This is an optimization exercise on Yosys and OpenROAD, whose aim is small area, a short achievable clock period and few clock cycles, not a production implementation.
At most, simulation tests tie the RTL to the original design; equivalence was not proved.
Only the layout flow was run in runs 2 to 4; the RTL was not checked for function there.

**design/flow/run.sh**
```bash
#!/bin/bash
# synth_recipe.tcl (not shown) runs the flow's synth.tcl, then flattens the netlist and writes it again
# the make line also repeats each setting of config.mk as NAME=value (left out here)
make -C /OpenROAD-flow-scripts/flow DESIGN_CONFIG=/design/flow/config.mk WORK_HOME=/design/flow/orfs CLKGATE_MAP_FILE= SYNTH_SCRIPT=/design/flow/synth_recipe.tcl finish
```
**design/flow/constraint.sdc**
```tcl
create_clock -name core_clock -period 3.5 [get_ports {clk}]
set_input_delay 0.7000 -clock core_clock [delete_from_list [all_inputs] [get_ports {clk}]]
set_output_delay 0.7000 -clock core_clock [all_outputs]
set_load 0.01 [all_outputs]
```
**design/flow/design.v**
```verilog
module gcd2(
    input clk,
    input rst,
    input start,
    input [15:0] a_in,
    input [15:0] b_in,
    output reg valid,
    output reg [15:0] out
);
    localparam IDLE    = 3'd0;
    localparam COMPARE = 3'd1;
    localparam A_GT_B  = 3'd2;
    localparam B_GT_A  = 3'd3;
    localparam EQUAL   = 3'd4;
    reg [2:0] state, nxt_state;
    reg [15:0] a, b;
    reg signed [16:0] y;
    always @(posedge clk) begin
        if (rst) begin
            state <= IDLE;
            a <= 0;
            b <= 0;
            valid <= 0;
            out <= 0;
        end else begin
            state <= nxt_state;
            case (state)
                IDLE: begin
                    valid <= 0;
                    if (start) begin
                        a <= a_in;
                        b <= b_in;
                    end
                end
                A_GT_B: begin
                    a <= a - b;
                end
                B_GT_A: begin
                    b <= b - a;
                end
                EQUAL: begin
                    valid <= 1;
                    valid <= 1;
                    if (a == 0 || b == 0)
                        out <= 0;
                    else
                        out <= a;
                end
                default: ;
            endcase
        end
    end
    always @(*) begin
        nxt_state = state;
        y = $signed({1'b0, a}) - $signed({1'b0, b});
        case (state)
            IDLE: begin
                if (start)
                    nxt_state = COMPARE;
            end
            COMPARE: begin
                if(a == 0 || b == 0) 
                    nxt_state = EQUAL;
                else if (y > 0)
                    nxt_state = A_GT_B;
                else if (y < 0)
                    nxt_state = B_GT_A;
                else
                    nxt_state = EQUAL;
            end
            A_GT_B,
            B_GT_A: begin
                nxt_state = COMPARE;
            end
            EQUAL: begin
                nxt_state = IDLE;
            end
            default: nxt_state = IDLE;
        endcase
    end
endmodule
module gcd3_top (
    input  wire clk,
    input  wire reset,
    input  wire start,
    input  wire [15:0] A,
    input  wire [15:0] B,
    input  wire [15:0] C,
    output reg valid,
    output reg [15:0] D
);
    reg s;
    reg start_gcd;
    wire valid_gcd;
    wire [15:0] gcd_out;
    reg [15:0] in1, in2;
    reg [15:0] result_ab;
    always @(*) begin
        if (s == 0) begin
            in1 = A;
            in2 = B;
        end else begin
            in1 = result_ab;
            in2 = C;
        end
    end
    localparam IDLE = 2'd0,
               FIRST_PASS = 2'd1,
               SECOND_PASS = 2'd2,
               DONE = 2'd3;
    reg [1:0] state, next_state;
    always @(posedge clk) begin
        if (reset) begin
            state <= IDLE;
            start_gcd <= 0;
            s <= 0;
            result_ab <= 0;
            valid <= 0;
            D <= 0;
        end else begin
            state <= next_state;
            case (state)
                IDLE: begin
                    valid <= 0;
                    if (start) begin
                        start_gcd <= 1;
                        s <= 0;
                    end
                end
                FIRST_PASS: begin
                    start_gcd <= 0;
                    if (valid_gcd) begin
                        result_ab <= gcd_out;
                        start_gcd <= 1;
                        s <= 1;
                    end
                end
                SECOND_PASS: begin
                    start_gcd <= 0;
                    if (valid_gcd) begin
                        D <= gcd_out;
                        valid <= 1;
                    end
                end
                DONE: begin
                    start_gcd <= 0;
                    s <= 0;
                end
            endcase
        end
    end
    always @(*) begin
        next_state = state;
        case (state)
            IDLE: if (start) next_state = FIRST_PASS;
            FIRST_PASS: if (valid_gcd) next_state = SECOND_PASS;
            SECOND_PASS: if (valid_gcd) next_state = DONE;
            DONE: next_state = IDLE;
        endcase
    end
    gcd2 cal(
        .clk(clk),
        .rst(reset),
        .start(start_gcd),
        .a_in(in1),
        .b_in(in2),
        .valid(valid_gcd),
        .out(gcd_out)
    );
endmodule
```
**design/flow/config.mk**
```make
export PLATFORM = sky130hd
export DESIGN_NAME = gcd3_top
export DESIGN_NICKNAME = gcd3_top
export VERILOG_FILES = /design/flow/design.v
export SDC_FILE = /design/flow/constraint.sdc
export NUM_CORES = 4
export LEC_CHECK = 0
export CAP_MARGIN = 20
export CORE_MARGIN = 2
export CORE_UTILIZATION = 40
export SLEW_MARGIN = 20
```
==> impl_metrics.xml, run 1 <==
<?xml version="1.0" encoding="UTF-8"?>
<metrics>
  <group name="logic_synthesis">
    <metric name="synth_area_per_cell" unit="um2">7.62</metric>
    <metric name="synth_top_family_by_area" unit="">simple AND/OR/NAND/NOR gates</metric>
    <metric name="synth_compound_gate_area_share" unit="%">20.2</metric>
    <metric name="area_leader_netlist" unit="">sky130_fd_sc_hd__dfxtp_1</metric>
    <metric name="yosys_most_used_dff" unit="">sky130_fd_sc_hd__dfxtp_1</metric>
    <metric name="synth_simple_gate_area_share" unit="%">20.4</metric>
    <metric name="post_synth_instance_area" unit="um2">5430</metric>
    <metric name="ys.warnings.count" unit="">2</metric>
    <metric name="synth.area.mux_share" unit="%">7.54</metric>
    <metric name="synth_sequential_area_ratio" unit="%">32.8</metric>
    <metric name="post_synth_inst_count" unit="">712</metric>
    <metric name="synth_fa_ha_area_share" unit="%">9.04</metric>
    <metric name="yosys.area_share.xor_xnor" unit="%">3.39</metric>
    <metric name="synth_edf_count" unit="">0</metric>
    <metric name="post_synth_arst_share" unit="%">0</metric>
    <metric name="synth_seq_cells" unit="">89</metric>
    <metric name="synth_top_area_share" unit="%">32.8</metric>
    <metric name="ys_types" unit="">56</metric>
    <metric name="post_synth_main_area_contributors" unit="">sky130_fd_sc_hd__dfxtp_1 (33%), sky130_fd_sc_hd__ha_1 (8.3%), sky130_fd_sc_hd__a21oi_1 (8.0%)</metric>
  </group>
  <group name="floorplan">
    <metric name="placement_rows" unit="">42</metric>
    <metric name="die_area" unit="um2">14500</metric>
    <metric name="die_y" unit="um">120</metric>
    <metric name="fp.coreArea" unit="um2">13200</metric>
    <metric name="start_util" unit="%">41.0</metric>
    <metric name="die-width" unit="um">120</metric>
    <metric name="top_level_ports" unit="">68</metric>
  </group>
  <group name="global_routing">
    <metric name="grt_first_pass_wirelength" unit="um">23200</metric>
    <metric name="grt_overflow_total" unit="">0</metric>
    <metric name="largest_net_degree_at_the_start_of_global_routing" unit="">45</metric>
    <metric name="global_route.usage.total" unit="%">19.7</metric>
    <metric name="initial_antenna_violation_count" unit="">0</metric>
    <metric name="first_global_vias" unit="">4661</metric>
  </group>
  <group name="sta">
    <metric name="slew_violations" unit="">0</metric>
    <metric name="final_min_period_over_clock_period" unit="%">89.4</metric>
    <metric name="worst_slack" unit="ps">370</metric>
    <metric name="finalCriticalPeriod" unit="ps">3130</metric>
    <metric name="clock-skew-final" unit="ps">9.94</metric>
    <metric name="tightest_slew" unit="ps">740</metric>
    <metric name="max-slew-margin-rel" unit="%">50.5</metric>
    <metric name="timing.fmax" unit="GHz">0.319</metric>
    <metric name="fin_tns_setup" unit="ps">0</metric>
    <metric name="timing.final.setup_violations" unit="">0</metric>
    <metric name="hold_violations" unit="">0</metric>
    <metric name="setup_repair_after_global_routing_missed_its_margin" unit="">false</metric>
  </group>
  <group name="clock_tree">
    <metric name="cts-htree-levels" unit="">3</metric>
    <metric name="hold_buffers" unit="">0</metric>
    <metric name="cts_buffers" unit="">9</metric>
    <metric name="clock_tree.buffer_depth" unit="">2</metric>
    <metric name="cts_root_buf" unit="">sky130_fd_sc_hd__clkbuf_16</metric>
    <metric name="cts_post_setup_buffers_inserted" unit="">0</metric>
    <metric name="cts_num_sinks" unit="">89</metric>
    <metric name="clock_insertion_delay_worst_skew" unit="ps">350</metric>
    <metric name="tritoncts" unit="">built</metric>
    <metric name="path_clk_slew" unit="ps">60</metric>
    <metric name="cts-resized-gates" unit="">0</metric>
  </group>
  <group name="detailed_routing">
    <metric name="avgRoutedWirePerCell" unit="um">14.7</metric>
    <metric name="drc_errors" unit="">0</metric>
    <metric name="route.antenna.remaining_nets" unit="">0</metric>
    <metric name="drt_first_iter_violations" unit="">313</metric>
    <metric name="route.vias.total" unit="">4906</metric>
    <metric name="first_pass_iters" unit="">4</metric>
    <metric name="post_drt_via_cell_ratio" unit="">5.26</metric>
    <metric name="postRouteWirelength" unit="um">13700</metric>
  </group>
  <group name="finish">
    <metric name="final.fill_count" unit="">1344</metric>
    <metric name="layout-area-overhead-vs-synth" unit="%">19.5</metric>
    <metric name="layout-drive-gt1-share" unit="%">5.29</metric>
    <metric name="num-nets-final" unit="">841</metric>
    <metric name="final_common_cell" unit="">sky130_fd_sc_hd__nand2_1</metric>
    <metric name="final_util" unit="%">49.0</metric>
    <metric name="layout.cells.most_common_list" unit="">sky130_fd_sc_hd__nand2_1 (111), sky130_fd_sc_hd__dfxtp_1 (88), sky130_fd_sc_hd__a21oi_1 (87)</metric>
    <metric name="insertedDiodeCount" unit="">0</metric>
    <metric name="seq_area" unit="um2">1780</metric>
    <metric name="footprint_of_the_multi_input_gates" unit="um2">3310</metric>
  </group>
  <group name="critical_path">
    <metric name="crit_required" unit="ps">3740</metric>
    <metric name="worstPathCellList" unit="">ha_1 -&gt; inv_1 -&gt; fa_1 -&gt; a211oi_2 -&gt; o21ai_1 -&gt; a31oi_4 -&gt; xnor2_1 -&gt; or3_1 -&gt; or4_1 -&gt; nor4_2 -&gt; nand4_1 -&gt; and3_1</metric>
    <metric name="worst_path_largest_cell_delay" unit="ps">430</metric>
    <metric name="critical_path_sink_type" unit="">register</metric>
    <metric name="critPathMaxFanout" unit="">5</metric>
    <metric name="start_kind" unit="">register</metric>
    <metric name="timing.critical_path.max_delay_family" unit="">simple AND/OR/NAND/NOR gates</metric>
    <metric name="timing.critical_path.arrival" unit="ps">3370</metric>
    <metric name="critical_path_class" unit="">register to register</metric>
    <metric name="critical_path_buf_inv_count" unit="">1</metric>
    <metric name="cp_slowest_cell" unit="">sky130_fd_sc_hd__fa_1</metric>
  </group>
  <group name="place">
    <metric name="placement.setup.worst_slack" unit="ps">386</metric>
    <metric name="dp_hpwl" unit="um">10400</metric>
    <metric name="finalWeightedCongestion" unit="">0.850</metric>
    <metric name="numPortBuffers" unit="">67</metric>
  </group>
  <group name="min_path">
    <metric name="hold_path_class" unit="">register to register</metric>
  </group>
  <group name="outcome">
    <metric name="status" unit="">finished clean</metric>
  </group>
  <group name="job">
    <metric name="max-cap-violations" unit="">0</metric>
  </group>
</metrics>
## sequential cells by signal, summed over array words and instances (netlist names)
| signal | cells |
|---|---|
| D | 16 |
| cal.a | 16 |
| cal.b | 16 |
| cal.out | 16 |
| result_ab | 16 |
| cal.state | 3 |
| state | 2 |
| cal.valid | 1 |
| s | 1 |
| start_gcd | 1 |
| valid | 1 |
## final cells by class
type / instances / share of cell area (%)
tap: 176 / 3.40
clock inverter: 6 / 0.637
sequential: 89 / 27.5
multi-input combinational: 532 / 51.0
timing repair buffer: 75 / 11.4
clock buffer: 9 / 3.47
inverter: 45 / 2.61
## metrics by stage
stage / std cells / cell area (um2) / hold WS [ps]
detailed placement: 917 / 6220 / 446
CTS: 932 / 6480 / 456
global placement: 917 / 6220 / 441
global route: 932 / 6480 / 468
floorplan: 712 / 5430 / 436
finish: 932 / 6480 / 454
## synth_stat cells (7+ instances only)
cell / instances
sky130_fd_sc_hd__a211oi_1: 25
sky130_fd_sc_hd__inv_1: 45
sky130_fd_sc_hd__ha_1: 36
sky130_fd_sc_hd__a21oi_1: 87
sky130_fd_sc_hd__nand3_1: 17
sky130_fd_sc_hd__mux2_2: 7
sky130_fd_sc_hd__mux2i_1: 33
sky130_fd_sc_hd__nor4_1: 10
sky130_fd_sc_hd__xnor2_1: 12
sky130_fd_sc_hd__xor2_1: 9
sky130_fd_sc_hd__clkbuf_1: 41
sky130_fd_sc_hd__nand2_1: 111
sky130_fd_sc_hd__o21ai_0: 22
sky130_fd_sc_hd__dfxtp_1: 89
sky130_fd_sc_hd__nor3_1: 11
sky130_fd_sc_hd__nor2_1: 73
## cell families (layout without fill, tap and decap cells)
kind of cell | count (synthesis) | after routing
buf+inv | 91 | 135
fa+ha+maj | 38 | 38
simple gates | 253 | 253
mux | 40 | 40
xor+xnor | 21 | 21
flops | 89 | 89
compound gates | 180 | 180
## layer usage
metal | GRT usage [%] | wire, um | part of all wire, % | vias to the layer above
met1 | 27.9 | 6770 | 49 | 2266
met3 | 3.25 | 556 | 4.0 | 17
met2 | 30.3 | 6150 | 45 | 90
met4 | 7.19 | 251 | 1.8 | 0
li1 | - | - | - | 2533
met5 | 0 | 0 | 0 | -
## worst min-delay path, stage by stage (launching register included)
cell and delay, ps:
sky130_fd_sc_hd__dfxtp_1 310, sky130_fd_sc_hd__nand2_1 50, sky130_fd_sc_hd__a21oi_1 50
## worst paths after layout
check | slack (ps) | endpoint | from | depth (start not counted)
setup / recovery | 370 | cal.state[1]$_SDFFE_PP0P_ | cal.b[0]$_SDFFE_PP0P_ | 12
hold / removal | 450 | result_ab[0]$_SDFFE_PP0P_ | result_ab[0]$_SDFFE_PP0P_ | 2
setup reg to reg | 370 | cal.state[1]$_SDFFE_PP0P_ | cal.b[0]$_SDFFE_PP0P_ | 12
hold reg to reg | 450 | result_ab[0]$_SDFFE_PP0P_ | result_ab[0]$_SDFFE_PP0P_ | 2
Testbench counts, summed over its fixed seeds: cycles 5,339,654.
==> inputs of run 2 (changes only) <==
==> design/flow/design.v (replaced) <==
module gcd3_top #(parameter N = 2) (
    input  wire        clk,
    input  wire        reset,
    input  wire        start,
    input  wire [15:0] A,
    input  wire [15:0] B,
    input  wire [15:0] C,
    output wire        valid,
    output wire [15:0] D
);
    localparam IDLE = 3'd0, P0 = 3'd1, P1 = 3'd2, P2 = 3'd3, SHL = 3'd4;
    reg [2:0]  state;
    reg [16:0] a, b;
    reg [4:0]  al, bl;
    reg [3:0]  cnt;
    wire [15:0] x    = A | B | C;
    wire        zero = ~|A | ~|B | ~|C;
    reg  [3:0]  kx;
    integer i;
    always @(*) begin
        kx = 4'd0;
        for (i = 15; i >= 0; i = i - 1)
            if (x[i]) kx = i;
    end
    wire [16:0] axb  = a ^ b;
    wire        odd2 = a[0] & b[0];
    wire        tz   = odd2 & ((~|axb[16:1]) | (&axb[16:1]));     
    wire        a1   = a[0] & ((~|a[16:1]) | (&a[16:1]));         
    wire        b1   = b[0] & ((~|b[16:1]) | (&b[16:1]));         
    wire        c0   = (cnt == 4'd0);
    wire        run  = (state == P1) | (state == P2);
    wire        sub  = ~(a[1] ^ b[1]);
    wire [17:0] t    = {a[16], a} + ({b[16], b} ^ {18{sub}}) + {17'd0, sub};
    wire        swap = (al >= bl);
    wire [4:0]  mx   = swap ? al : bl;
    reg  [16:0] u;
    reg  [1:0]  usel;    
    always @(*) begin
        if (state == IDLE)                        usel = 2'd2;
        else if (state == P0 & b[0])              usel = 2'd2;
        else if (state == P1 & tz & ~a1 & ~b1)    usel = 2'd2;
        else if (~b[0])                           usel = 2'd1;
        else                                      usel = 2'd0;
        case (usel)
            2'd0:    u = {t[17], t[17:2]};
            2'd1:    u = b;
            default: u = {1'b0, (state == IDLE) ? A : (state == P0) ? B : C};
        endcase
    end
    reg [16:0] su;
    reg [3:0]  ss;
    reg        stop;
    integer j;
    always @(*) begin
        su = u; ss = 4'd0; stop = 1'b0;
        for (j = 0; j < N; j = j + 1)
            if (!stop && !su[0]) begin su = {su[16], su[16:1]}; ss = ss + 4'd1; end
            else stop = 1'b1;
    end
    wire [16:0] abs_a = {a[16:1] ^ {16{a[16]}}, a[0]};
    assign valid = c0 & ((state == SHL) | ((state == P2) & (tz | a1)) | ((state == P1) & a1));
    assign D     = abs_a[15:0];
    always @(posedge clk) begin
        if (reset) begin
            state <= IDLE;
        end else begin
            case (state)
                IDLE: if (start) begin
                    if (zero) begin
                        a     <= 17'd0;
                        cnt   <= 4'd0;
                        state <= SHL;
                    end else begin
                        b     <= su;
                        bl    <= 5'd16 - {1'b0, ss};
                        cnt   <= kx;
                        state <= P0;
                    end
                end
                P0: begin
                    if (b[0]) begin
                        a     <= b;
                        al    <= bl;
                        bl    <= 5'd16 - {1'b0, ss};
                        state <= P1;
                    end else begin
                        bl    <= bl - {1'b0, ss};
                    end
                    b <= su;
                end
                SHL: begin
                    if (c0) state <= IDLE;
                    else begin
                        a   <= {a[15:0], 1'b0};
                        cnt <= cnt - 4'd1;
                    end
                end
                default: begin  
                    if ((state == P1) & tz & ~a1 & ~b1) begin
                        b     <= su;
                        bl    <= 5'd16 - {1'b0, ss};
                        state <= P2;
                    end else if (a1 | b1 | tz) begin
                        if (c0 & ~(b1 & ~a1)) state <= IDLE;
                        else begin
                            state <= SHL;
                            if (c0) a <= 17'd1;
                            else begin
                                a   <= (b1 & ~a1) ? 17'd2 : {abs_a[15:0], 1'b0};
                                cnt <= cnt - 4'd1;
                            end
                        end
                    end else if (!b[0]) begin
                        b  <= su;
                        bl <= bl - {1'b0, ss};
                    end else begin
                        if (swap) begin
                            a  <= b;
                            al <= bl;
                        end
                        b  <= su;
                        bl <= mx - 5'd1 - {1'b0, ss};
                    end
                end
            endcase
        end
    end
endmodule
==> run 2 against run 1 <==
Net effect: now fails the layout checks on setup timing; setup slack worse by 810 ps; non-clock buffer count is 165 higher; worst hold slack is essentially flat; register-to-register slack got worse by 810 ps; global-route usage is 11 points higher; fmax decreased by 20%; sequential cell count shrank 38; cell count is 18% higher; critical endpoint is now bl[4]$_DFFE_PP_.
==> impl_metrics.xml, run 2 <==
<?xml version="1.0" encoding="UTF-8"?>
<metrics>
  <group name="logic_synthesis">
    <metric name="area_leader_netlist" unit="">sky130_fd_sc_hd__edfxtp_1</metric>
    <metric name="synth_sequential_area_ratio" unit="%">25.9</metric>
    <metric name="synth_most_common_cell" unit="">sky130_fd_sc_hd__nand2_1</metric>
    <metric name="yosys_most_used_dff" unit="">sky130_fd_sc_hd__edfxtp_1</metric>
    <metric name="synthTopCellsByCount" unit="">sky130_fd_sc_hd__nand2_1 (80), sky130_fd_sc_hd__a21oi_1 (60), sky130_fd_sc_hd__edfxtp_1 (48), sky130_fd_sc_hd__o21ai_0 (46), sky130_fd_sc_hd__nor2_1 (42)</metric>
    <metric name="ys.warnings.count" unit="">1</metric>
    <metric name="post_synth_arst_share" unit="%">0</metric>
    <metric name="post_synth_main_area_contributors" unit="">sky130_fd_sc_hd__edfxtp_1 (25%), sky130_fd_sc_hd__ha_1 (6.3%), sky130_fd_sc_hd__xor2_1 (5.3%)</metric>
    <metric name="synth_top_area_share" unit="%">24.9</metric>
    <metric name="post_synth_instance_area" unit="um2">5790</metric>
    <metric name="post_synth_inst_count" unit="">725</metric>
    <metric name="synth_area_per_cell" unit="um2">7.98</metric>
    <metric name="ys_types" unit="">68</metric>
    <metric name="synth_edf_count" unit="">48</metric>
    <metric name="synth_seq_cells" unit="">51</metric>
  </group>
  <group name="global_routing">
    <metric name="first_global_vias" unit="">6849</metric>
    <metric name="grt_first_pass_wirelength" unit="um">38300</metric>
    <metric name="largest_net_degree_at_the_start_of_global_routing" unit="">36</metric>
    <metric name="global_route.usage.total" unit="%">31.2</metric>
    <metric name="initial_antenna_violation_count" unit="">0</metric>
    <metric name="grt_overflow_total" unit="">0</metric>
  </group>
  <group name="critical_path">
    <metric name="critical_path_class" unit="">register to register</metric>
    <metric name="timing.critical_path.arrival" unit="ps">4010</metric>
    <metric name="r2r.worst_path.cells" unit="">20</metric>
    <metric name="critPathMaxFanout" unit="">4</metric>
    <metric name="crit_required" unit="ps">3570</metric>
    <metric name="critical_path_sink_type" unit="">register</metric>
    <metric name="start_kind" unit="">register</metric>
  </group>
  <group name="clock_tree">
    <metric name="clock_tree.buffer_depth" unit="">2</metric>
    <metric name="cts_root_buf" unit="">sky130_fd_sc_hd__clkbuf_16</metric>
    <metric name="cts_num_sinks" unit="">51</metric>
    <metric name="cts_buffers" unit="">5</metric>
    <metric name="cts-htree-levels" unit="">2</metric>
    <metric name="tritoncts" unit="">built</metric>
    <metric name="path_clk_slew" unit="ps">80</metric>
    <metric name="clock_insertion_delay_worst_skew" unit="ps">320</metric>
  </group>
  <group name="detailed_routing">
    <metric name="drt_first_iter_violations" unit="">607</metric>
    <metric name="route.vias.total" unit="">6860</metric>
    <metric name="avgRoutedWirePerCell" unit="um">22.3</metric>
    <metric name="post_drt_via_cell_ratio" unit="">6.24</metric>
    <metric name="drc_errors" unit="">0</metric>
    <metric name="postRouteWirelength" unit="um">24500</metric>
    <metric name="first_pass_iters" unit="">7</metric>
    <metric name="route.antenna.remaining_nets" unit="">0</metric>
  </group>
  <group name="outcome">
    <metric name="check_faults" unit="">setup timing</metric>
    <metric name="status" unit="">failed layout checks</metric>
  </group>
  <group name="sta">
    <metric name="worst_slack" unit="ps">-437</metric>
    <metric name="final_min_period_over_clock_period" unit="%">112</metric>
    <metric name="clock-skew-final" unit="ps">16.3</metric>
    <metric name="timing.fmax" unit="GHz">0.254</metric>
    <metric name="tightest_slew" unit="ps">1010</metric>
    <metric name="hold_ws" unit="ps">453</metric>
    <metric name="hold_violations" unit="">0</metric>
    <metric name="max-slew-margin-rel" unit="%">32.3</metric>
    <metric name="timing.final.setup_violations" unit="">7</metric>
    <metric name="slew_violations" unit="">0</metric>
    <metric name="fin_tns_setup" unit="ps">-1680</metric>
    <metric name="setup_repair_after_global_routing_missed_its_margin" unit="">true</metric>
    <metric name="finalCriticalPeriod" unit="ps">3940</metric>
  </group>
  <group name="floorplan">
    <metric name="top_level_ports" unit="">68</metric>
    <metric name="die_area" unit="um2">15400</metric>
    <metric name="die-width" unit="um">124</metric>
    <metric name="fp.coreArea" unit="um2">14000</metric>
    <metric name="die_y" unit="um">124</metric>
    <metric name="start_util" unit="%">41.4</metric>
    <metric name="placement_rows" unit="">43</metric>
  </group>
  <group name="job">
    <metric name="max-cap-violations" unit="">0</metric>
  </group>
  <group name="min_path">
    <metric name="hold_crit_depth" unit="">0</metric>
    <metric name="hold_path_class" unit="">register to register</metric>
  </group>
  <group name="finish">
    <metric name="final_common_cell" unit="">sky130_fd_sc_hd__buf_4</metric>
    <metric name="final_util" unit="%">59.6</metric>
    <metric name="insertedDiodeCount" unit="">0</metric>
    <metric name="layout.cells.most_common_list" unit="">sky130_fd_sc_hd__buf_4 (161), sky130_fd_sc_hd__nand2_1 (80), sky130_fd_sc_hd__clkdlybuf4s50_1 (66)</metric>
    <metric name="layout-area-overhead-vs-synth" unit="%">44.2</metric>
    <metric name="layout-drive-gt1-share" unit="%">27.2</metric>
    <metric name="num-nets-final" unit="">1001</metric>
    <metric name="layout_top_registers" unit="">a x17, b x17</metric>
    <metric name="final_area" unit="um2">8340</metric>
  </group>
  <group name="place">
    <metric name="finalWeightedCongestion" unit="">0.965</metric>
    <metric name="numPortBuffers" unit="">67</metric>
    <metric name="placed_area" unit="um2">7730</metric>
    <metric name="dp_hpwl" unit="um">18900</metric>
    <metric name="placement.setup.worst_slack" unit="ps">-604</metric>
  </group>
</metrics>
-- run 2: worst max-delay path: stages, from the launching register on --
cell and delay [ps]:
sky130_fd_sc_hd__edfxtp_1 440, sky130_fd_sc_hd__xor2_2 220, sky130_fd_sc_hd__xnor2_2 140, sky130_fd_sc_hd__ha_1 340, sky130_fd_sc_hd__nand2_1 70, sky130_fd_sc_hd__o21a_1 190, sky130_fd_sc_hd__xor2_1 140, sky130_fd_sc_hd__buf_4 160
sky130_fd_sc_hd__a21oi_2 150, sky130_fd_sc_hd__nor2_2 60, sky130_fd_sc_hd__or3_4 390, sky130_fd_sc_hd__nor2_4 110, sky130_fd_sc_hd__inv_2 50, sky130_fd_sc_hd__ha_4 160, sky130_fd_sc_hd__fa_2 390, sky130_fd_sc_hd__nor3_2 140
sky130_fd_sc_hd__xnor2_1 140, sky130_fd_sc_hd__nand2_1 70, sky130_fd_sc_hd__o21ai_1 70, sky130_fd_sc_hd__o22ai_1 70, sky130_fd_sc_hd__a21o_1 170
-- run 2: final timing paths --
kind	slack, ps	start	to
worst max-delay path	-440	b[1]$_DFFE_PP_	bl[4]$_DFFE_PP_
worst min register to register	450	bl[4]$_DFFE_PP_	al[4]$_DFFE_PP_
worst min-delay path	450	bl[4]$_DFFE_PP_	al[4]$_DFFE_PP_
worst max register to register	-440	b[1]$_DFFE_PP_	bl[4]$_DFFE_PP_
-- run 2: kinds of logic after synthesis --
group,count (synthesis),share of synthesized area [%]
muxes,24,4.22
and+or+nand+nor,251,21.8
xor gates and xnor gates,68,10.4
DFF,51,25.9
AOI/OAI and AO/OA,222,25.2
buffers and inverters,78,5.47
adders and majority gates,31,6.96
-- run 2: what timing repair did --
action	in CTS	in global routing
hold buffers	0	0
setup endpoints to repair	12	17
buffers inserted	8	11
gates cloned	0	0
pin swaps	12	29
gates resized for setup	32	43
-- run 2: layer usage --
layer | track usage (%) | wire length [um]
met2 | 48.0 | 11000
met4 | 8.92 | 460
met5 | 0 | 0
met1 | 44.9 | 11100
met3 | 5.28 | 1870
-- run 2: per-stage QoR --
step                cells
floorplan             725
global placement     1075
detailed placement   1075
CTS                  1091
global route         1100
finish               1100
-- run 2: layout make-up --
| class | instances | area (um2) |
|---|---|---|
| Fill cell | 1285 | 5650 |
| Inverter | 25 | 93.8 |
| Timing Repair Buffer | 240 | 2030 |
| Tap cell | 180 | 225 |
| Multi-Input combinational cell | 596 | 4350 |
| Clock inverter | 3 | 20.0 |
| Sequential cell | 51 | 1500 |
| Clock buffer | 5 | 125 |
==> inputs of run 3 (changes only) <==
--- a/design/flow/design.v
+++ b/design/flow/design.v
@@ -1,2 +1,2 @@
-module gcd3_top #(parameter N = 2) (
+module gcd3_top #(parameter N = 3) (
     input  wire        clk,
==> run 3 against run 2 <==
Net effect: still fails the layout checks on setup timing; register-to-register slack about the same; clock skew decreased by 12 ps; sequential share of layout area decreased by 0.23 points; die area increased by 2.9%; worst hold slack improved by 9.3 ps; critical path depth decreased by 3.
==> impl_metrics.xml, run 3 <==
<?xml version="1.0" encoding="UTF-8"?>
<metrics>
  <group name="floorplan">
    <metric name="fp.coreArea" unit="um2">14500</metric>
    <metric name="top_level_ports" unit="">68</metric>
    <metric name="start_util" unit="%">41.0</metric>
    <metric name="die_area" unit="um2">15900</metric>
    <metric name="die-width" unit="um">126</metric>
    <metric name="placement_rows" unit="">44</metric>
    <metric name="die_y" unit="um">126</metric>
  </group>
  <group name="global_routing">
    <metric name="grt_use_met2" unit="%">44.9</metric>
    <metric name="grt_first_pass_wirelength" unit="um">36500</metric>
    <metric name="global_route.usage.total" unit="%">28.7</metric>
    <metric name="grt_use_met3" unit="%">6.80</metric>
    <metric name="top_usage_layer" unit="">met2</metric>
    <metric name="grt_overflow_total" unit="">0</metric>
    <metric name="first_global_vias" unit="">6809</metric>
    <metric name="grt.met1_usage" unit="%">38.9</metric>
    <metric name="initial_antenna_violation_count" unit="">0</metric>
    <metric name="largest_net_degree_at_the_start_of_global_routing" unit="">23</metric>
  </group>
  <group name="logic_synthesis">
    <metric name="synthTopCellsByCount" unit="">sky130_fd_sc_hd__nand2_1 (96), sky130_fd_sc_hd__a21oi_1 (50), sky130_fd_sc_hd__edfxtp_1 (48), sky130_fd_sc_hd__nor2_1 (47), sky130_fd_sc_hd__o21ai_0 (44)</metric>
    <metric name="ys_types" unit="">74</metric>
    <metric name="ys.warnings.count" unit="">1</metric>
    <metric name="synth_seq_cells" unit="">51</metric>
    <metric name="synth_sequential_area_ratio" unit="%">25.2</metric>
    <metric name="synth_top_area_share" unit="%">24.2</metric>
    <metric name="area_leader_netlist" unit="">sky130_fd_sc_hd__edfxtp_1</metric>
    <metric name="post_synth_main_area_contributors" unit="">sky130_fd_sc_hd__edfxtp_1 (24%), sky130_fd_sc_hd__ha_1 (6.9%), sky130_fd_sc_hd__nand2_1 (6.0%)</metric>
    <metric name="yosys_most_used_dff" unit="">sky130_fd_sc_hd__edfxtp_1</metric>
    <metric name="post_synth_instance_area" unit="um2">5960</metric>
    <metric name="synth_edf_count" unit="">48</metric>
    <metric name="synth_area_per_cell" unit="um2">7.93</metric>
    <metric name="post_synth_arst_share" unit="%">0</metric>
    <metric name="post_synth_inst_count" unit="">752</metric>
    <metric name="synth_most_common_cell" unit="">sky130_fd_sc_hd__nand2_1</metric>
  </group>
  <group name="detailed_routing">
    <metric name="postRouteWirelength" unit="um">23300</metric>
    <metric name="avgRoutedWirePerCell" unit="um">20.9</metric>
    <metric name="post_drt_via_cell_ratio" unit="">6.23</metric>
    <metric name="route.antenna.remaining_nets" unit="">0</metric>
    <metric name="drc_errors" unit="">0</metric>
    <metric name="drt_first_iter_violations" unit="">689</metric>
    <metric name="first_pass_iters" unit="">5</metric>
    <metric name="route.vias.total" unit="">6945</metric>
  </group>
  <group name="critical_path">
    <metric name="crit_required" unit="ps">3550</metric>
    <metric name="cp_slowest_cell" unit="">sky130_fd_sc_hd__edfxtp_1</metric>
    <metric name="worst_path_largest_cell_delay" unit="ps">480</metric>
    <metric name="cpMostUsedCell" unit="">sky130_fd_sc_hd__inv_2</metric>
    <metric name="critical_path_sink_type" unit="">register</metric>
    <metric name="worstPathCellList" unit="">xor2_4 -&gt; buf_4 -&gt; nor4_1 -&gt; nand2_1 -&gt; o21a_2 -&gt; o22a_2 -&gt; o221a_4 -&gt; and2_4 -&gt; or2_4 -&gt; inv_2 -&gt; ha_4 -&gt; inv_2 -&gt; fa_2 -&gt; nor3_4 -&gt; xnor2_1 -&gt; a22oi_1 -&gt; o21ai_1</metric>
    <metric name="start_kind" unit="">register</metric>
    <metric name="critical_path_class" unit="">register to register</metric>
    <metric name="timing.critical_path.arrival" unit="ps">3990</metric>
    <metric name="critPathMaxFanout" unit="">5</metric>
  </group>
  <group name="sta">
    <metric name="max-slew-margin-rel" unit="%">53.8</metric>
    <metric name="hold_ws" unit="ps">463</metric>
    <metric name="worst_slack" unit="ps">-434</metric>
    <metric name="hold_violations" unit="">0</metric>
    <metric name="slew_violations" unit="">0</metric>
    <metric name="final_min_period_over_clock_period" unit="%">112</metric>
    <metric name="setup_repair_after_global_routing_missed_its_margin" unit="">true</metric>
    <metric name="tightest_slew" unit="ps">687</metric>
    <metric name="clock-skew-final" unit="ps">4.67</metric>
    <metric name="timing.fmax" unit="GHz">0.254</metric>
    <metric name="timing.final.setup_violations" unit="">18</metric>
    <metric name="finalCriticalPeriod" unit="ps">3930</metric>
  </group>
  <group name="outcome">
    <metric name="status" unit="">failed layout checks</metric>
    <metric name="check_faults" unit="">setup timing</metric>
  </group>
  <group name="finish">
    <metric name="insertedDiodeCount" unit="">0</metric>
    <metric name="layout-area-overhead-vs-synth" unit="%">41.7</metric>
    <metric name="final_common_cell" unit="">sky130_fd_sc_hd__buf_4</metric>
    <metric name="layout_top_registers" unit="">a x17, b x17</metric>
    <metric name="final-instance-count-excl-fill" unit="">1114</metric>
    <metric name="layout-drive-gt1-share" unit="%">27.2</metric>
    <metric name="num-nets-final" unit="">1015</metric>
    <metric name="layout.cells.most_common_list" unit="">sky130_fd_sc_hd__buf_4 (145), sky130_fd_sc_hd__nand2_1 (95), sky130_fd_sc_hd__clkdlybuf4s50_1 (66)</metric>
  </group>
  <group name="clock_tree">
    <metric name="cts_buffers" unit="">5</metric>
    <metric name="cts-htree-levels" unit="">2</metric>
    <metric name="clock_tree.buffer_depth" unit="">2</metric>
    <metric name="tritoncts" unit="">built</metric>
    <metric name="cts_root_buf" unit="">sky130_fd_sc_hd__clkbuf_16</metric>
    <metric name="path_clk_slew" unit="ps">70</metric>
    <metric name="clock_insertion_delay_worst_skew" unit="ps">310</metric>
    <metric name="cts_num_sinks" unit="">51</metric>
    <metric name="hold_buffers" unit="">0</metric>
  </group>
  <group name="place">
    <metric name="place_inst" unit="">1079</metric>
    <metric name="finalWeightedCongestion" unit="">1.00</metric>
    <metric name="numPortBuffers" unit="">67</metric>
    <metric name="dp_hpwl" unit="um">17700</metric>
  </group>
  <group name="job">
    <metric name="max-cap-violations" unit="">0</metric>
  </group>
  <group name="min_path">
    <metric name="hold_path_class" unit="">register to register</metric>
  </group>
</metrics>
## run 3: area by class of cell
type                       instances  area [um2]
fill                            1305        6090
inverter                          29         109
timing repair buffer             221        1870
tap                              184         230
clock buffer                       6         129
clock inverter                     2        12.5
multi-input combinational        621        4590
sequential                        51        1500
## run 3: final timing paths
kind	to	cells after the start	slack (ps)	start
min	al[4]$_DFFE_PP_	0	460	bl[4]$_DFFE_PP_
max reg2reg	bl[4]$_DFFE_PP_	17	-430	a[1]$_DFFE_PP_
min reg2reg	al[4]$_DFFE_PP_	0	460	bl[4]$_DFFE_PP_
max	bl[4]$_DFFE_PP_	17	-430	a[1]$_DFFE_PP_
## run 3: per-stage QoR
step                      cell area [um2]  setup WS, ps  util, %  TNS, ps
after CTS                            8190          -362     56.4    -1860
after floorplan                      6100          -626        -    -2130
after detailed placement             7710          -460     53.1    -5150
final                                8440          -434     58.1    -3670
after global placement               7710          -380     53.1    -4260
after global routing                 8440          -589     58.1    -5610
## run 3: kinds of logic (layout without fill, tap and decap cells)
| kind of cell | Yosys count | in the layout | synth area share, % |
|---|---|---|---|
| AND/OR/NAND/NOR | 272 | 272 | 22.3 |
| AO/OA/AOI/OAI | 240 | 240 | 28.1 |
| buffers and inverters | 82 | 258 | 5.71 |
| XOR/XNOR | 63 | 63 | 9.57 |
| flip-flops | 51 | 51 | 25.2 |
| adder cells (fa/ha/maj) | 35 | 35 | 7.60 |
| multiplexers | 8 | 8 | 1.41 |
| other | 1 | 3 | 0.0629 |
## run 3: worst max-delay path, delay by kind of cell (launching register included)
| kind | cells | cell delay (ps) |
|---|---|---|
| buffers and inverters | 3 | 270 |
| xor gates and xnor gates | 2 | 320 |
| AOI/OAI and AO/OA | 5 | 1110 |
| DFF | 1 | 480 |
| adders and majority gates | 2 | 490 |
| and+or+nand+nor | 5 | 1020 |
## run 3: repair_timing
item / CTS / global route
pin swaps: 27 / 23
resized for setup: 51 / 38
endpoints found under the setup margin: 20 / 20
setup buffers: 17 / 11
## run 3: metal layers
metal	vias to the layer above	wire length, um
li1	3194	-
met2	373	10600
met1	3327	10100
met4	0	650
met3	51	2000
met5	-	0
==> inputs of run 4 (changes only) <==
==> design/flow/design.v (replaced) <==
module gcd3_top #(parameter N = 2) (
    input  wire        clk,
    input  wire        reset,
    input  wire        start,
    input  wire [15:0] A,
    input  wire [15:0] B,
    input  wire [15:0] C,
    output wire        valid,
    output wire [15:0] D
);
    localparam IDLE = 3'd0, P0 = 3'd1, P1 = 3'd2, P2 = 3'd3, SHL = 3'd4;
    reg [2:0]  state;
    reg [16:0] a, b;
    reg [3:0]  cnt;
    wire [15:0] x    = A | B | C;
    wire        zero = ~|A | ~|B | ~|C;
    reg  [3:0]  kx;
    integer i;
    always @(*) begin
        kx = 4'd0;
        for (i = 15; i >= 0; i = i - 1)
            if (x[i]) kx = i;
    end
    wire [16:0] axb  = a ^ b;
    wire        odd2 = a[0] & b[0];
    wire        tz   = odd2 & ((~|axb[16:1]) | (&axb[16:1]));     
    wire        a1   = a[0] & ((~|a[16:1]) | (&a[16:1]));         
    wire        b1   = b[0] & ((~|b[16:1]) | (&b[16:1]));         
    wire        c0   = (cnt == 4'd0);
    wire        sub  = ~(a[1] ^ b[1]);
    wire [17:0] t    = {a[16], a} + ({b[16], b} ^ {18{sub}}) + {17'd0, sub};
    wire [14:0] ma   = a[15:1] ^ {15{a[16]}};
    wire [14:0] mb   = b[15:1] ^ {15{b[16]}};
    wire        swap = (ma >= mb);
    wire load_p1 = (state == P0) & b[0];
    wire load_p2 = (state == P1) & tz & ~a1 & ~b1;
    reg  [16:0] u;
    always @(*) begin
        if (state == IDLE)  u = {1'b0, A};
        else if (load_p1)   u = {1'b0, B};
        else if (load_p2)   u = {1'b0, C};
        else if (~b[0])     u = b;
        else                u = {t[17], t[17:2]};
    end
    reg [16:0] su;
    reg        stop;
    integer j;
    always @(*) begin
        su = u; stop = 1'b0;
        for (j = 0; j < N; j = j + 1)
            if (!stop && !su[0]) su = {su[16], su[16:1]};
            else stop = 1'b1;
    end
    wire [16:0] abs_a = {a[16:1] ^ {16{a[16]}}, a[0]};
    assign valid = c0 & ((state == SHL) | ((state == P2) & (tz | a1)) | ((state == P1) & a1));
    assign D     = abs_a[15:0];
    always @(posedge clk) b <= su;
    always @(posedge clk) begin
        if (reset) begin
            state <= IDLE;
        end else begin
            case (state)
                IDLE: if (start) begin
                    if (zero) begin
                        a     <= 17'd0;
                        cnt   <= 4'd0;
                        state <= SHL;
                    end else begin
                        cnt   <= kx;
                        state <= P0;
                    end
                end
                P0: if (b[0]) begin
                    a     <= b;
                    state <= P1;
                end
                SHL: begin
                    if (c0) state <= IDLE;
                    else begin
                        a   <= {a[15:0], 1'b0};
                        cnt <= cnt - 4'd1;
                    end
                end
                default: begin  
                    if (load_p2) begin
                        state <= P2;
                    end else if (a1 | b1 | tz) begin
                        if (c0 & ~(b1 & ~a1)) state <= IDLE;
                        else begin
                            state <= SHL;
                            if (c0) a <= 17'd1;
                            else begin
                                a   <= (b1 & ~a1) ? 17'd2 : {abs_a[15:0], 1'b0};
                                cnt <= cnt - 4'd1;
                            end
                        end
                    end else if (b[0] & swap) begin
                        a <= b;
                    end
                end
            endcase
        end
    end
endmodule
==> run 4 against run 3 <==
Net effect: the run now finishes clean; setup slack better by 530 ps; sequential share of layout area down 3.6 points; via count down 7.6%; critical path depth down 2; highest routed layer unchanged; synthesized area down 7.4%; global-route usage up 1.4 points; sequential cell count down 10.
==> impl_metrics.xml, run 4 <==
<?xml version="1.0" encoding="UTF-8"?>
<metrics>
  <group name="clock_tree">
    <metric name="tritoncts" unit="">built</metric>
    <metric name="cts_buffers" unit="">5</metric>
    <metric name="path_clk_slew" unit="ps">60</metric>
    <metric name="cts_num_sinks" unit="">41</metric>
    <metric name="clock_insertion_delay_worst_skew" unit="ps">300</metric>
    <metric name="cts_root_buf" unit="">sky130_fd_sc_hd__clkbuf_16</metric>
    <metric name="cts-htree-levels" unit="">2</metric>
    <metric name="clock_tree.buffer_depth" unit="">2</metric>
  </group>
  <group name="finish">
    <metric name="layout-area-overhead-vs-synth" unit="%">32.1</metric>
    <metric name="final-instance-count-excl-fill" unit="">1025</metric>
    <metric name="final.fill_count" unit="">1299</metric>
    <metric name="num-nets-final" unit="">935</metric>
    <metric name="layout-drive-gt1-share" unit="%">18.1</metric>
    <metric name="layout_top_registers" unit="">a x17, b x17, cnt x4</metric>
    <metric name="insertedDiodeCount" unit="">0</metric>
    <metric name="final_area" unit="um2">7290</metric>
    <metric name="layout.cells.most_common_list" unit="">sky130_fd_sc_hd__buf_4 (98), sky130_fd_sc_hd__clkdlybuf4s50_1 (66), sky130_fd_sc_hd__nand2_1 (55)</metric>
    <metric name="final_common_cell" unit="">sky130_fd_sc_hd__buf_4</metric>
  </group>
  <group name="critical_path">
    <metric name="r2r.worst_path.cells" unit="">15</metric>
    <metric name="critical_path_sink_type" unit="">register</metric>
    <metric name="reg2reg_to" unit="">b[7]$_DFF_P_</metric>
    <metric name="setup.reg_to_reg.worst_slack" unit="ps">100</metric>
    <metric name="worstReg2RegStart" unit="">a[1]$_DFFE_PP_</metric>
    <metric name="start_kind" unit="">register</metric>
    <metric name="crit_required" unit="ps">3680</metric>
    <metric name="timing.critical_path.arrival" unit="ps">3580</metric>
    <metric name="critical_path_class" unit="">register to register</metric>
    <metric name="critPathMaxFanout" unit="">5</metric>
  </group>
  <group name="min_path">
    <metric name="hold_crit_depth" unit="">2</metric>
    <metric name="hold_path_class" unit="">register to register</metric>
    <metric name="worst_hold_path.endpoint" unit="">b[16]$_DFF_P_</metric>
    <metric name="min-delay-start" unit="">b[16]$_DFF_P_</metric>
  </group>
  <group name="logic_synthesis">
    <metric name="synth_top_family_by_area" unit="">compound AO/OA/AOI/OAI gates</metric>
    <metric name="area_leader_netlist" unit="">sky130_fd_sc_hd__edfxtp_1</metric>
    <metric name="synth.area.mux_share" unit="%">3.85</metric>
    <metric name="synth_seq_cells" unit="">41</metric>
    <metric name="post_synth_instance_area" unit="um2">5520</metric>
    <metric name="post_synth_main_area_contributors" unit="">sky130_fd_sc_hd__edfxtp_1 (11%), sky130_fd_sc_hd__ha_1 (8.2%), sky130_fd_sc_hd__dfxtp_1 (7.3%)</metric>
    <metric name="yosys_most_used_dff" unit="">sky130_fd_sc_hd__edfxtp_1</metric>
    <metric name="synthTopCellsByCount" unit="">sky130_fd_sc_hd__nand2_1 (55), sky130_fd_sc_hd__o21ai_0 (49), sky130_fd_sc_hd__a21oi_1 (44), sky130_fd_sc_hd__nor2_1 (41)</metric>
    <metric name="post_synth_inst_count" unit="">729</metric>
    <metric name="synth_simple_gate_area_share" unit="%">24.7</metric>
    <metric name="synth_most_common_cell" unit="">sky130_fd_sc_hd__nand2_1</metric>
    <metric name="yosys.area_share.xor_xnor" unit="%">11.1</metric>
    <metric name="post_synth_arst_share" unit="%">0</metric>
    <metric name="synth_edf_count" unit="">21</metric>
    <metric name="synth_compound_gate_area_share" unit="%">27.2</metric>
    <metric name="synth_fa_ha_area_share" unit="%">8.16</metric>
    <metric name="synth_top_area_share" unit="%">11.4</metric>
    <metric name="synth_area_per_cell" unit="um2">7.57</metric>
    <metric name="ys_types" unit="">74</metric>
    <metric name="ys.warnings.count" unit="">1</metric>
    <metric name="synth_sequential_area_ratio" unit="%">18.7</metric>
  </group>
  <group name="detailed_routing">
    <metric name="route.vias.total" unit="">6416</metric>
    <metric name="route.antenna.remaining_nets" unit="">0</metric>
    <metric name="drt_first_iter_violations" unit="">539</metric>
    <metric name="postRouteWirelength" unit="um">21900</metric>
    <metric name="post_drt_via_cell_ratio" unit="">6.26</metric>
    <metric name="first_pass_iters" unit="">5</metric>
    <metric name="drc_errors" unit="">0</metric>
    <metric name="avgRoutedWirePerCell" unit="um">21.4</metric>
  </group>
  <group name="floorplan">
    <metric name="fp.coreArea" unit="um2">13300</metric>
    <metric name="die_y" unit="um">121</metric>
    <metric name="placement_rows" unit="">42</metric>
    <metric name="die_area" unit="um2">14800</metric>
    <metric name="die-width" unit="um">121</metric>
    <metric name="start_util" unit="%">41.4</metric>
    <metric name="top_level_ports" unit="">68</metric>
  </group>
  <group name="place">
    <metric name="numPortBuffers" unit="">67</metric>
    <metric name="placement.setup.worst_slack" unit="ps">-262</metric>
    <metric name="finalWeightedCongestion" unit="">1.01</metric>
    <metric name="placed_area" unit="um2">6910</metric>
    <metric name="dp_hpwl" unit="um">17200</metric>
    <metric name="place_inst" unit="">1005</metric>
  </group>
  <group name="global_routing">
    <metric name="first_global_vias" unit="">6359</metric>
    <metric name="largest_net_degree_at_the_start_of_global_routing" unit="">30</metric>
    <metric name="initial_antenna_violation_count" unit="">0</metric>
    <metric name="global_route.usage.total" unit="%">30.1</metric>
    <metric name="grt_overflow_total" unit="">0</metric>
    <metric name="grt_first_pass_wirelength" unit="um">34500</metric>
  </group>
  <group name="sta">
    <metric name="timing.final.setup_violations" unit="">0</metric>
    <metric name="finalCriticalPeriod" unit="ps">3400</metric>
    <metric name="tightest_slew" unit="ps">1090</metric>
    <metric name="worst_slack" unit="ps">97.9</metric>
    <metric name="slew_violations" unit="">0</metric>
    <metric name="hold_ws" unit="ps">593</metric>
    <metric name="timing.fmax" unit="GHz">0.294</metric>
    <metric name="hold_violations" unit="">0</metric>
    <metric name="clock-skew-final" unit="ps">8.14</metric>
    <metric name="fin_tns_setup" unit="ps">0</metric>
    <metric name="final_min_period_over_clock_period" unit="%">97.2</metric>
    <metric name="max-slew-margin-rel" unit="%">26.9</metric>
    <metric name="setup_repair_after_global_routing_missed_its_margin" unit="">true</metric>
  </group>
  <group name="outcome">
    <metric name="status" unit="">finished clean</metric>
  </group>
  <group name="job">
    <metric name="max-cap-violations" unit="">0</metric>
  </group>
</metrics>
-- run 4: cell count changes after synthesis, moves of 8 or more --
| cell | previous run | this run |
|---|---|---|
| sky130_fd_sc_hd__a221o_1 | 15 | 3 |
| sky130_fd_sc_hd__dfxtp_1 | 3 | 20 |
| sky130_fd_sc_hd__edfxtp_1 | 48 | 21 |
| sky130_fd_sc_hd__mux2i_1 | 5 | 13 |
| sky130_fd_sc_hd__nand2_1 | 96 | 55 |
| sky130_fd_sc_hd__nand2b_1 | 4 | 20 |
| sky130_fd_sc_hd__nand3_1 | 11 | 20 |
| sky130_fd_sc_hd__nor2b_1 | 17 | 4 |
| sky130_fd_sc_hd__o21ai_1 | 3 | 12 |
| sky130_fd_sc_hd__xnor2_1 | 26 | 35 |
-- run 4: metal layers --
layer	part of all wire, %	wire [um]	track usage (%)
met1	44	9630	40.2
met2	47	10200	49.9
met5	0	0	0
met4	3.0	651	10.2
met3	6.6	1450	4.28
-- run 4: worst max path at each step --
stage / cells past startpoint / slack [ps] / from / to
floorplan: 13 / 30 / b[16]$_DFF_P_ / a[0]$_DFFE_PP_
global placement: 10 / -250 / C[13] / cnt[0]$_DFFE_PP_
detailed placement: 10 / -260 / C[13] / cnt[0]$_DFFE_PP_
CTS: 10 / 10 / C[13] / cnt[0]$_DFFE_PP_
global route: 15 / -30 / a[1]$_DFFE_PP_ / b[9]$_DFF_P_
finish: 15 / 100 / a[1]$_DFFE_PP_ / b[7]$_DFF_P_
-- run 4: area by class of cell --
type	instances	area, um2	share of cell area (%)
clock buffer	8	136	1.87
inverter	22	82.6	1.13
multi-input combinational	607	4320	59.2
sequential	41	1030	14.2
tap	176	220	3.02
timing repair buffer	171	1510	20.7
-- run 4: cell families (layout without fill, tap and decap cells) --
kind of cell | count (synthesis) | in the layout
buffers and inverters | 81 | 201
flip-flops | 41 | 41
AND/OR/NAND/NOR | 255 | 255
adder cells (fa/ha/maj) | 36 | 36
XOR/XNOR | 68 | 68
AO/OA/AOI/OAI | 228 | 228
multiplexers | 20 | 20
-- run 4: through the flow --
step                util (%)
floorplan                  -
global placement        51.8
detailed placement      51.8
CTS                     53.4
global route            54.6
finish                  54.6
-- run 4: what timing repair did --
action,in CTS,in global routing
endpoints found under the setup margin,4,28
gates resized for setup,4,33
pin swaps,2,19
buffers inserted,8,4
cloned,0,0
hold buffers,0,0
-- run 4: worst max-delay path, cell delays in order, from the launching register on --
cell and delay (ps):
sky130_fd_sc_hd__edfxtp_1 500, sky130_fd_sc_hd__xor2_4 240, sky130_fd_sc_hd__buf_4 170, sky130_fd_sc_hd__buf_4 140, sky130_fd_sc_hd__xnor2_1 120, sky130_fd_sc_hd__ha_1 320
sky130_fd_sc_hd__buf_4 130, sky130_fd_sc_hd__nand2_1 100, sky130_fd_sc_hd__a31o_4 250, sky130_fd_sc_hd__a21oi_4 170, sky130_fd_sc_hd__buf_4 140, sky130_fd_sc_hd__a31oi_2 100
sky130_fd_sc_hd__xnor2_1 150, sky130_fd_sc_hd__o221ai_1 240, sky130_fd_sc_hd__a31oi_2 140, sky130_fd_sc_hd__a221o_1 370
==> inputs of run 5 (changes only) <==
--- a/design/flow/design.v
+++ b/design/flow/design.v
@@ -1,2 +1,2 @@
-module gcd3_top #(parameter N = 2) (
+module gcd3_top #(parameter N = 3) (
     input  wire        clk,
==> run 5 against run 4 <==
Net effect: still clean; clock-buffer cell count decreased by 2; sequential share of layout area is 0.55 points higher; fmax decreased by 0.22%; non-clock buffer count decreased by 18; global-route usage up 1.2 points; cell count is 4.0% lower; largest cell class unchanged; highest routed layer unchanged.
==> impl_metrics.xml, run 5 <==
<?xml version="1.0" encoding="UTF-8"?>
<metrics>
  <group name="outcome">
    <metric name="status" unit="">finished clean</metric>
  </group>
  <group name="logic_synthesis">
    <metric name="synth_sequential_area_ratio" unit="%">18.8</metric>
    <metric name="ys_types" unit="">80</metric>
    <metric name="post_synth_inst_count" unit="">707</metric>
    <metric name="post_synth_main_area_contributors" unit="">sky130_fd_sc_hd__edfxtp_1 (11%), sky130_fd_sc_hd__ha_1 (8.2%), sky130_fd_sc_hd__dfxtp_1 (7.3%)</metric>
    <metric name="synth_edf_count" unit="">21</metric>
    <metric name="synthTopCellsByCount" unit="">sky130_fd_sc_hd__nand2_1 (52), sky130_fd_sc_hd__nor2_1 (49), sky130_fd_sc_hd__o21ai_0 (38), sky130_fd_sc_hd__ha_1 (36)</metric>
    <metric name="post_synth_instance_area" unit="um2">5490</metric>
    <metric name="yosys_most_used_dff" unit="">sky130_fd_sc_hd__edfxtp_1</metric>
    <metric name="post_synth_arst_share" unit="%">0</metric>
    <metric name="area_leader_netlist" unit="">sky130_fd_sc_hd__edfxtp_1</metric>
    <metric name="synth_seq_cells" unit="">41</metric>
    <metric name="ys.warnings.count" unit="">1</metric>
    <metric name="synth_top_area_share" unit="%">11.5</metric>
    <metric name="synth_area_per_cell" unit="um2">7.76</metric>
    <metric name="synth_most_common_cell" unit="">sky130_fd_sc_hd__nand2_1</metric>
  </group>
  <group name="sta">
    <metric name="slew_violations" unit="">0</metric>
    <metric name="fin_tns_setup" unit="ps">0</metric>
    <metric name="tightest_slew" unit="ps">1000</metric>
    <metric name="finalCriticalPeriod" unit="ps">3410</metric>
    <metric name="hold_violations" unit="">0</metric>
    <metric name="timing.final.setup_violations" unit="">0</metric>
    <metric name="timing.fmax" unit="GHz">0.293</metric>
    <metric name="clock-skew-final" unit="ps">8.27</metric>
    <metric name="final_min_period_over_clock_period" unit="%">97.4</metric>
    <metric name="setup_repair_after_global_routing_missed_its_margin" unit="">true</metric>
    <metric name="max-slew-margin-rel" unit="%">32.9</metric>
  </group>
  <group name="clock_tree">
    <metric name="clock_tree.buffer_depth" unit="">2</metric>
    <metric name="cts_root_buf" unit="">sky130_fd_sc_hd__clkbuf_16</metric>
    <metric name="tritoncts" unit="">built</metric>
    <metric name="cts_num_sinks" unit="">41</metric>
    <metric name="cts_buffers" unit="">5</metric>
    <metric name="clock_insertion_delay_worst_skew" unit="ps">310</metric>
    <metric name="cts-htree-levels" unit="">2</metric>
    <metric name="path_clk_slew" unit="ps">70</metric>
  </group>
  <group name="job">
    <metric name="max-cap-violations" unit="">0</metric>
  </group>
  <group name="finish">
    <metric name="layout_top_registers" unit="">a x17, b x17, cnt x4</metric>
    <metric name="layout-drive-gt1-share" unit="%">16.1</metric>
    <metric name="seq_area" unit="um2">1030</metric>
    <metric name="num-nets-final" unit="">894</metric>
    <metric name="layout.cells.most_common_list" unit="">sky130_fd_sc_hd__buf_4 (85), sky130_fd_sc_hd__clkdlybuf4s50_1 (66), sky130_fd_sc_hd__nand2_1 (52)</metric>
    <metric name="final_area" unit="um2">7020</metric>
    <metric name="insertedDiodeCount" unit="">0</metric>
    <metric name="final.fill_count" unit="">1271</metric>
    <metric name="final-instance-count-excl-fill" unit="">984</metric>
    <metric name="layout-area-overhead-vs-synth" unit="%">27.9</metric>
    <metric name="footprint_of_the_multi_input_gates" unit="um2">4190</metric>
    <metric name="final_common_cell" unit="">sky130_fd_sc_hd__buf_4</metric>
  </group>
  <group name="detailed_routing">
    <metric name="postRouteWirelength" unit="um">22700</metric>
    <metric name="route.antenna.remaining_nets" unit="">0</metric>
    <metric name="first_pass_iters" unit="">5</metric>
    <metric name="avgRoutedWirePerCell" unit="um">23.1</metric>
    <metric name="drt_first_iter_violations" unit="">565</metric>
    <metric name="route.vias.total" unit="">6231</metric>
    <metric name="post_drt_via_cell_ratio" unit="">6.33</metric>
    <metric name="drc_errors" unit="">0</metric>
  </group>
  <group name="critical_path">
    <metric name="crit_required" unit="ps">3690</metric>
    <metric name="start_kind" unit="">register</metric>
    <metric name="timing.critical_path.arrival" unit="ps">3600</metric>
    <metric name="cp_slowest_cell" unit="">sky130_fd_sc_hd__or3_1</metric>
    <metric name="critical_path_sink_type" unit="">register</metric>
    <metric name="worstPathCellList" unit="">xor2_4 -&gt; buf_12 -&gt; nand4_1 -&gt; or4_4 -&gt; o21a_2 -&gt; or3_1 -&gt; o211a_4 -&gt; nor2_8 -&gt; mux2_2 -&gt; a221o_1</metric>
    <metric name="critical_path_class" unit="">register to register</metric>
    <metric name="critPathMaxFanout" unit="">14</metric>
    <metric name="worst_path_largest_cell_delay" unit="ps">540</metric>
  </group>
  <group name="global_routing">
    <metric name="grt_overflow_total" unit="">0</metric>
    <metric name="first_global_vias" unit="">6005</metric>
    <metric name="grt_first_pass_wirelength" unit="um">35000</metric>
    <metric name="largest_net_degree_at_the_start_of_global_routing" unit="">34</metric>
    <metric name="initial_antenna_violation_count" unit="">0</metric>
    <metric name="global_route.usage.total" unit="%">31.3</metric>
  </group>
  <group name="place">
    <metric name="placed_area" unit="um2">6760</metric>
    <metric name="finalWeightedCongestion" unit="">1.03</metric>
    <metric name="numPortBuffers" unit="">67</metric>
    <metric name="place_inst" unit="">975</metric>
    <metric name="dp_hpwl" unit="um">18300</metric>
  </group>
  <group name="floorplan">
    <metric name="fp.coreArea" unit="um2">13300</metric>
    <metric name="die_y" unit="um">121</metric>
    <metric name="die-width" unit="um">121</metric>
    <metric name="top_level_ports" unit="">68</metric>
    <metric name="die_area" unit="um2">14700</metric>
    <metric name="start_util" unit="%">41.1</metric>
    <metric name="placement_rows" unit="">42</metric>
  </group>
  <group name="min_path">
    <metric name="hold_path_class" unit="">register to register</metric>
  </group>
</metrics>
==> run 5: changes by cell type after synthesis, moves of 6 or more <==
cell,previous run,this run
sky130_fd_sc_hd__a21oi_1,44,35
sky130_fd_sc_hd__a221o_1,3,15
sky130_fd_sc_hd__a22oi_1,36,4
sky130_fd_sc_hd__clkbuf_1,34,21
sky130_fd_sc_hd__clkbuf_2,1,13
sky130_fd_sc_hd__nand2b_1,20,4
sky130_fd_sc_hd__nor2_1,41,49
sky130_fd_sc_hd__nor3_1,19,25
sky130_fd_sc_hd__o21ai_0,49,38
sky130_fd_sc_hd__o21ai_1,12,2
==> run 5: cell type report <==
| class | count | area share [%] |
|---|---|---|
| Clock inverter | 2 | 0.214 |
| Timing Repair Buffer | 153 | 18.9 |
| Tap cell | 176 | 3.14 |
| Multi-Input combinational cell | 583 | 59.7 |
| Inverter | 23 | 1.23 |
| Clock buffer | 6 | 2.14 |
| Sequential cell | 41 | 14.7 |
==> run 5: per-layer routing <==
metal,track usage (%),vias up,share of wire [%]
met5,0,-,0
met4,11.4,0,3.6
met3,4.37,58,6.4
met2,52.2,314,46
met1,41.2,2969,44
li1,-,2890,-
==> run 5: final timing paths <==
check / startpoint / end / slack, ps / depth (start not counted)
setup / recovery: a[1]$_DFFE_PP_ / b[12]$_DFF_P_ / 90 / 10
hold / removal: cnt[0]$_DFFE_PP_ / cnt[0]$_DFFE_PP_ / 640 / 1
setup reg to reg: a[1]$_DFFE_PP_ / b[12]$_DFF_P_ / 90 / 10
hold reg to reg: cnt[0]$_DFFE_PP_ / cnt[0]$_DFFE_PP_ / 640 / 1
==> run 5: critical path, delay by kind of cell, from the launching register on <==
family,cells,cell delay (ps)
mux,1,340
flops,1,470
buf+inv,1,180
compound gates,3,850
xor+xnor,1,220
simple gates,4,1220
==> run 5: per-stage QoR <==
step | worst slack [ps] | utilization (%) | hold WS (ps)
2_1_floorplan | 77.4 | - | 597
3_3_place_gp | -3.94 | 50.7 | 629
3_5_place_dp | -61.7 | 50.7 | 634
4_1_cts | 9.93 | 51.9 | 643
5_1_grt | -4.23 | 52.6 | 674
6_report | 90.3 | 52.6 | 640
==> run 5: logic make-up after synthesis <==
family                   synth area share (%)
buffers and inverters                    6.98
adder cells (fa/ha/maj)                  8.21
AND/OR/NAND/NOR                          24.3
XOR/XNOR                                 11.0
AO/OA/AOI/OAI                            27.1
multiplexers                             3.56
flip-flops                               18.8
==> run 5: timing repair <==
item / in CTS / in global routing
hold buffers: 0 / 0
pin swaps: 1 / 8
buffers inserted: 0 / 1
gates resized for setup: 6 / 18
setup endpoints to repair: 3 / 10
Testbench counts of run 5, summed over its fixed seeds: cycles 2,517.

==> afterwards: timing with drivers on the ports <==
No port has a modelled driver above. Below, the same layouts with a new extraction and two added sets of constraints.
Step 1: set_driving_cell puts a clkbuf_16 on clk and a buf_2 on each other input, an assumption about the parent block.
Step 2 moves the port delays by t, midway between the first and last clock arrival at a register: inputs arrive t later, outputs are due t later. That takes back most of the time a late clock gives input paths.
Three values: ideal, step 1, step 2; two values: the first two.
run	t (ns)	setup WS [ns]	hold slack, ns	latest minus earliest clock arrival (ns)	slew at the worst register clock pin (ns)
run 1	0.386	0.370 / 0.370 / 0.370	0.454 / 0.454 / 0.454	0.010 / 0.010	0.07 / 0.07
run 2	0.354	-0.437 / -0.437 / -0.657	0.453 / 0.453 / 0.453	0.016 / 0.016	0.08 / 0.08
run 3	0.347	-0.434 / -0.434 / -0.434	0.463 / 0.463 / 0.463	0.005 / 0.005	0.07 / 0.07
run 4	0.334	0.098 / 0.089 / -0.064	0.593 / 0.593 / 0.593	0.008 / 0.008	0.07 / 0.07
run 5	0.344	0.090 / 0.090 / 0.039	0.640 / 0.640 / 0.640	0.008 / 0.008	0.07 / 0.07
Met with ideal ports but missed after step 2: setup timing in run 4. The setup slack of run 2, which loses most, moves by 0.000 ns with the drivers and by -0.220 ns with both steps.
